Background: an optimization exercise with open tools, aiming at small area. Do not read the settings as production practice. Power is estimated from default activity; no workload was simulated.

lagoon:
==> flow/design.v <==
module L2RnR2L(clk8,reset8,frame_busy,cmd_inst,cmd_data,neo_size,sizeplus1,
   l2r_data,l2r_done,l2r_go);
   input clk8;
   input reset8;
   input frame_busy;
   input [3:0] cmd_inst;
   input [27:0] cmd_data;
   input [7:0] neo_size;
   input [7:0] sizeplus1;
   output l2r_done;
   output [25:0] l2r_data;
   output l2r_go;
   localparam s_cmd   = 4'b0000;  
   localparam s_start = 4'b0001;
   localparam s_addr  = 4'b0011;
   localparam s_lim   = 4'b0010;
   localparam s_cmp   = 4'b0110;
   localparam s_color = 4'b0111;
   localparam s_go1   = 4'b0101;  
   localparam s_go    = 4'b0100;
   localparam s_busy1 = 4'b1100;
   localparam s_busy  = 4'b1101;
   localparam s_done  = 4'b1111;
   localparam s_cmd1  = 4'b1110;  
   localparam i_init  = 4'b0000;
   localparam i_initd = 4'b1000;  
   localparam i_start = 4'b0001;
   localparam i_addr  = 4'b0011;
   localparam i_loop  = 4'b0111;
   localparam i_iter  = 4'b0101;
   localparam i_nexte = 4'b0100;  
   localparam i_next  = 4'b0110;
   localparam i_paus1 = 4'b0010;  
   localparam i_pause = 4'b1010;
   reg [3:0] mainsm;
   reg [3:0] iteraysm;
   reg [2:0] num_lites;
   reg [7:0] brite;
   reg wrap;             
   reg [4:0] la;         
   reg [7:0] lb;         
   reg [3:0] lc;         
   reg cmp_left, cmp_rite;
   reg [4:0] inner_rite_lite;
   reg [4:0] inner_rite_lim;
   reg [4:0] iteray;
   reg iteray_up;
   reg [11:0] random;
   reg rvalid;           
   reg [2:0] dcode;      
   assign l2r_data = {1'b0, la, lb, lc[3], 3'b000, lc[2], {3{lc[1]}}, {4{lc[0]}}};
   assign l2r_done = (mainsm == s_cmd1);
   assign l2r_go   = (mainsm == s_go) | (mainsm == s_busy1);
   wire cmdlike   = (mainsm == s_cmd) | (mainsm == s_cmd1);
   wire sel_color = (mainsm == s_go1);
   wire pend      = ~mainsm[3] & (mainsm != s_go);
   wire iteray_done = (iteraysm == i_pause) | (iteraysm == i_initd);
   wire iteray_en   = (iteraysm == i_nexte);
   function ge5(input [4:0] x, input [4:0] y);
      integer i; reg c;
      begin
         c = 1'b1;
         for (i = 0; i < 5; i = i + 1)
            c = (x[i] & ~y[i]) | (x[i] & c) | (~y[i] & c);
         ge5 = c;
      end
   endfunction
   function [4:0] sub5(input [4:0] x, input [4:0] y);
      integer i; reg c;
      begin
         c = 1'b1;
         for (i = 0; i < 5; i = i + 1) begin
            sub5[i] = x[i] ^ ~y[i] ^ c;
            c = (x[i] & ~y[i]) | (x[i] & c) | (~y[i] & c);
         end
      end
   endfunction
   function [4:0] add5(input [4:0] x, input [4:0] y);
      integer i; reg c;
      begin
         c = 1'b0;
         for (i = 0; i < 5; i = i + 1) begin
            add5[i] = x[i] ^ y[i] ^ c;
            c = (x[i] & y[i]) | (x[i] & c) | (y[i] & c);
         end
      end
   endfunction
   wire [4:0] inc  = la + 1'b1;
   wire [4:0] addr_p = wrap ? 5'd0 : inc;      
   wire [4:1] addr = pend ? addr_p[4:1] : la[4:1];
   wire at_max = (la == neo_size[4:0]);
   wire pend16 = pend & ~wrap & (la == 5'd15);
   always @ (posedge clk8 or posedge reset8)
   begin
      if (reset8)
         mainsm <= s_cmd;
      else
         case (mainsm)
            s_cmd, s_cmd1:
               if (cmd_inst == 4'h6) mainsm <= s_start;
               else mainsm <= s_cmd;
            s_start: mainsm <= s_addr;
            s_addr:  mainsm <= s_lim;
            s_lim:   mainsm <= s_cmp;
            s_cmp:   mainsm <= s_color;
            s_color: mainsm <= s_go1;
            s_go1, s_go:
               if (frame_busy) mainsm <= s_busy1;
               else mainsm <= s_go;
            s_busy1, s_busy:
               if (!frame_busy) mainsm <= s_done;
               else mainsm <= s_busy;
            s_done:  mainsm <= s_cmd1;
            default: mainsm <= s_cmd;
         endcase
   end
   always @ (posedge clk8 or posedge reset8)
   begin
      if (reset8)
         begin
            wrap <= 1'b1;
         end
      else
         begin
            if (mainsm == s_cmd1)
               wrap <= at_max;
         end
   end
   always @ (posedge clk8)
   begin
      if (cmdlike)
         begin
            num_lites <= cmd_data[22:20];
            brite     <= cmd_data[19:12];
         end
   end
   wire [4:0] left_addr_hi = add5({2'b00, num_lites}, iteray);
   wire [4:0] rite_addr_lo = sub5(inner_rite_lim, iteray);
   wire [4:0] rite_addr_hi = sub5(neo_size[4:0], iteray);
   always @ (posedge clk8)
   begin
      if (mainsm == s_cmp)
         begin
            cmp_left <= ge5(addr_p, iteray) & ge5(left_addr_hi, addr_p);
            cmp_rite <= ge5(addr_p, rite_addr_lo) & ge5(rite_addr_hi, addr_p);
         end
   end
   always @ (posedge clk8 or posedge reset8)
   begin
      if (reset8)
         iteraysm <= i_init;
      else
         case (iteraysm)
            i_init, i_initd:
               if (sel_color) iteraysm <= i_start;
               else iteraysm <= i_init;
            i_start: iteraysm <= i_addr;
            i_addr:
               if (addr[4:3] == 2'b01) iteraysm <= i_loop;
            i_loop:
               if (iteray_up == 1'b0 && iteray == 5'b00000)
                  iteraysm <= i_paus1;
               else
                  iteraysm <= i_iter;
            i_iter: iteraysm <= i_nexte;
            i_nexte, i_next:
               if (addr[4]) iteraysm <= i_addr;
               else iteraysm <= i_next;
            i_paus1, i_pause:
               if (mainsm == s_cmd1 && at_max) iteraysm <= i_initd;
               else iteraysm <= i_pause;
            default: iteraysm <= i_init;
         endcase
   end
   always @ (posedge clk8)
   begin
      if (iteraysm == i_start)
         inner_rite_lite <= sub5(sizeplus1[4:0], {2'b00, num_lites});
   end
   always @ (posedge clk8 or posedge reset8)
   begin
      if (reset8)
         inner_rite_lim <= 5'b00000;
      else if (iteraysm == i_start)
         inner_rite_lim <= sub5(neo_size[4:0], {2'b00, num_lites});
   end
   wire it_eq  = (iteray == inner_rite_lite);
   wire it_dec = ~iteray_up | it_eq;
   wire [4:0] it_z = iteray ^ {5{it_dec}};
   wire [4:0] it_t;
   assign it_t[0] = iteray_en;
   assign it_t[1] = it_t[0] & it_z[0];
   assign it_t[2] = it_t[1] & it_z[1];
   assign it_t[3] = it_t[2] & it_z[2];
   assign it_t[4] = it_t[3] & it_z[3];
   always @ (posedge clk8 or posedge reset8)
   begin
      if (reset8)
         begin
            iteray    <= 5'b00000;
            iteray_up <= 1'b1;
         end
      else
         begin
            if (iteray_en == 1'b1 && it_eq)
               iteray_up <= 1'b0;
            else if (iteray_done == 1'b1)
               iteray_up <= 1'b1;
            iteray <= iteray ^ it_t;
         end
   end
   wire feedback = random[10] ~^ random[9];
   wire [1:0] nx_code = pend16 ? random[10:9] : random[11:10];
   wire nx_valid = rvalid | pend16;
   always @ (posedge clk8 or posedge reset8)
   begin
      if (reset8)
         begin
            random <= 12'h563;
            rvalid <= 1'b0;
            dcode  <= 3'b000;
         end
      else
         begin
            if (sel_color & pend16)
               begin
                  random <= {random[10:0], feedback};
                  rvalid <= 1'b1;
               end
            if (iteray_done)
               dcode <= {nx_valid, nx_code};
         end
   end
   reg [3:0] rite_c, left_c, mix_c;
   always @*
   begin
      case (dcode)
         3'b000:  rite_c = 4'b0110;
         3'b100,
         3'b101:  rite_c = 4'b0001;
         3'b110:  rite_c = 4'b1001;
         3'b111:  rite_c = 4'b0110;
         default: rite_c = 4'b0000;
      endcase
      case (dcode)
         3'b000:  left_c = 4'b0001;
         3'b100:  left_c = 4'b0100;
         3'b101:  left_c = 4'b1000;
         3'b110:  left_c = 4'b0101;
         3'b111:  left_c = 4'b1000;
         default: left_c = 4'b0000;
      endcase
      case (dcode)
         3'b000:  mix_c = 4'b0111;
         3'b100:  mix_c = 4'b0101;
         3'b101:  mix_c = 4'b1001;
         3'b110:  mix_c = 4'b1101;
         3'b111:  mix_c = 4'b1110;
         default: mix_c = 4'b0000;
      endcase
   end
   reg [7:0] briter;
   reg bc;
   integer k;
   always @*
   begin
      bc = 1'b0;
      for (k = 0; k < 7; k = k + 1)
         begin
            briter[k] = brite[k] ^ brite[k+1] ^ bc;
            bc = (brite[k] & brite[k+1]) | (brite[k] & bc) | (brite[k+1] & bc);
         end
      briter[7] = brite[7] ^ bc;
   end
   always @ (posedge clk8 or posedge reset8)
   begin
      if (reset8)
         begin
            la <= 5'b00000;
            lb <= 8'h00;
            lc <= 4'h0;
         end
      else if (sel_color)
         begin
            la <= addr_p;
            case ({cmp_left, cmp_rite})
               2'b00: begin lb <= brite;  lc <= 4'h0;   end
               2'b01: begin lb <= brite;  lc <= rite_c; end
               2'b10: begin lb <= brite;  lc <= left_c; end
               2'b11: begin lb <= briter; lc <= mix_c;  end
            endcase
         end
   end
endmodule
==> flow/config.mk <==
export PLATFORM = sky130hd
export DESIGN_NAME = L2RnR2L
export DESIGN_NICKNAME = L2RnR2L
export VERILOG_FILES = /design/flow/design.v
export SDC_FILE = /design/flow/constraint.sdc
export NUM_CORES = 4
export LEC_CHECK = 0
export CAP_MARGIN = 20
export CORE_MARGIN = 2
export CORE_UTILIZATION = 70
export CTS_BUF_LIST = sky130_fd_sc_hd__clkbuf_4 sky130_fd_sc_hd__clkbuf_8
export CTS_CLUSTER_DIAMETER = 100
export CTS_CLUSTER_SIZE = 30
export PLACE_DENSITY = 0.85
export SLEW_MARGIN = 20
==> flow/constraint.sdc <==
create_clock -name core_clock -period 10.0 [get_ports {clk8}]
set_input_delay 2.0000 -clock core_clock [delete_from_list [all_inputs] [get_ports {clk8}]]
set_output_delay 2.0000 -clock core_clock [all_outputs]
set_load 0.01 [all_outputs]
run.sh (not shown) runs the stock make flow with config.mk's settings and CLKGATE_MAP_FILE= SYNTH_SCRIPT=/design/flow/synth_recipe.tcl, a recipe that flattens the netlist after the stock synthesis.
Changes in xenon relative to lagoon:
-- flow/config.mk --
<<< lagoon, line 10
export CORE_UTILIZATION = 70
export CTS_BUF_LIST = sky130_fd_sc_hd__clkbuf_4 sky130_fd_sc_hd__clkbuf_8
export CTS_CLUSTER_DIAMETER = 100
export CTS_CLUSTER_SIZE = 30
export PLACE_DENSITY = 0.85
>>> xenon, line 10
export CORE_UTILIZATION = 70
export CTS_CLUSTER_DIAMETER = 200
export CTS_CLUSTER_SIZE = 50
export PLACE_DENSITY = 0.85
## What came out
The clock share of power of xenon falls short of that of lagoon by 0.5 points.
Having completed the whole flow, xenon delivered a layout that passed the timing, design-rule and antenna checks.
Final cycle utilization of the critical path of xenon is on par with lagoon.
xenon vs lagoon: routed length on met1 up slightly
Overall routed net length: xenon < lagoon
The design area of xenon and that of lagoon are within noise of each other.
Re total clock buffers created by CTS: no difference whatsoever between lagoon and xenon.
Of the two candidates, lagoon has the worse total power and xenon the better one.
The inputs of juniper differ from those of xenon as listed below.
==> flow/flow/run.sh (new file) <==
#!/bin/bash
# Standard layout, with the smallest buffer as the port buffer.
set -euo pipefail
export BUFFER_PORTS_ARGS="-buffer_cell sky130_fd_sc_hd__buf_1"
bash standard.sh > standard.log 2>&1
==> flow/standard.sh (new file) <==
#!/bin/bash
# synth_recipe.tcl (not shown) runs the flow's synth.tcl, then flattens the netlist and writes it again
# the make line also repeats each setting of config.mk as NAME=value (left out here)
make -C /OpenROAD-flow-scripts/flow DESIGN_CONFIG=/design/flow/config.mk WORK_HOME=/design/flow/orfs CLKGATE_MAP_FILE= SYNTH_SCRIPT=/design/flow/synth_recipe.tcl "${@:-finish}"
-- flow/config.mk --
<<< xenon, line 10
export CORE_UTILIZATION = 70
export CTS_CLUSTER_DIAMETER = 200
export CTS_CLUSTER_SIZE = 50
export PLACE_DENSITY = 0.85
>>> juniper, line 10
export CORE_UTILIZATION = 70
export PLACE_DENSITY = 0.85
removed: flow/run.sh
## What came out
juniper does better than xenon on power after layout.
Diff xenon -> juniper: final setup skew saw little to no change; internal power saw a decrease; worst path setup slack after routing saw an increase; final routed wirelength across all metal layers saw a decrease.
Setup changes, juniper to fjord
==> flow/run.sh (new file) <==
#!/bin/bash
# synth_recipe.tcl (not shown) runs the flow's synth.tcl, then flattens the netlist and writes it again
# the make line also repeats each setting of config.mk as NAME=value (left out here)
make -C /OpenROAD-flow-scripts/flow DESIGN_CONFIG=/design/flow/config.mk WORK_HOME=/design/flow/orfs CLKGATE_MAP_FILE= SYNTH_SCRIPT=/design/flow/synth_recipe.tcl finish
-- flow/config.mk --
<<< juniper, line 9
export CORE_MARGIN = 2
export CORE_UTILIZATION = 70
export PLACE_DENSITY = 0.85
export SLEW_MARGIN = 20
>>> fjord, line 9
export CORE_MARGIN = 2
export CORE_UTILIZATION = 40
export SLEW_MARGIN = 20
removed: flow/flow/run.sh
removed: flow/standard.sh
### Flow results
Vias: fjord below juniper. Portion of total power attributed to the clock network was lower in juniper than in fjord. Relative to juniper, the layout overhead on the synthesized area of fjord is higher by 10 points. Looking only at final area, and setting everything else aside, the higher value of juniper and fjord goes to fjord.
Changes in quartz relative to fjord:
-- flow/config.mk --
<<< fjord, line 9
export CORE_MARGIN = 2
export CORE_UTILIZATION = 40
export SLEW_MARGIN = 20
>>> quartz, line 9
export CORE_MARGIN = 2
export CORE_UTILIZATION = 70
export PLACE_DENSITY = 0.85
export SLEW_MARGIN = 20
### Flow results
Cell area came out lower on quartz than on fjord.
Combinational cell power in quartz is about 2% higher than in fjord
Compared to fjord, quartz has switching part of the total 2.0 points higher.
From fjord to quartz the numbers moved as follows: wire length picked up an extra 5.9%, relative max-transition margin went down, number of nets at the end of the flow fell 2, worst slack on hold paths dropped 13 ps.
No functional check of the RTL was part of any run of this note.

-- static timing again, ports no longer ideal --
In the flow no input, the clock included, has a driving cell. The finished layouts below were timed again as built, in two steps.
Step 1 sets driving cells, clkbuf_16 on the clock port and buf_2 on the other inputs (assumed; they add their load-dependent delay and slew).
Step 2 moves the port delays by t, midway between the first and last clock arrival at a register: inputs arrive t later, outputs are due t later. That takes back most of the time a late clock gives input paths.
a / b / c = ideal / step 1 / step 2; a / b = the first two.
| run | t, ns | slack for setup (ns) | cell pins on the clock port's net |
|---|---|---|---|
| lagoon | 0.382 | 5.129 / 5.132 / 4.750 | 1 |
| xenon | 0.379 | 5.131 / 5.134 / 4.755 | 1 |
| juniper | 0.373 | 5.418 / 5.417 / 5.044 | 1 |
| fjord | 0.371 | 5.154 / 5.162 / 4.790 | 1 |
| quartz | 0.379 | 5.131 / 5.134 / 4.755 | 1 |
After both steps setup and hold are still met in every run listed. For lagoon, which loses most, drivers alone change the setup slack by +0.003 ns; drivers and shift together by -0.379 ns.
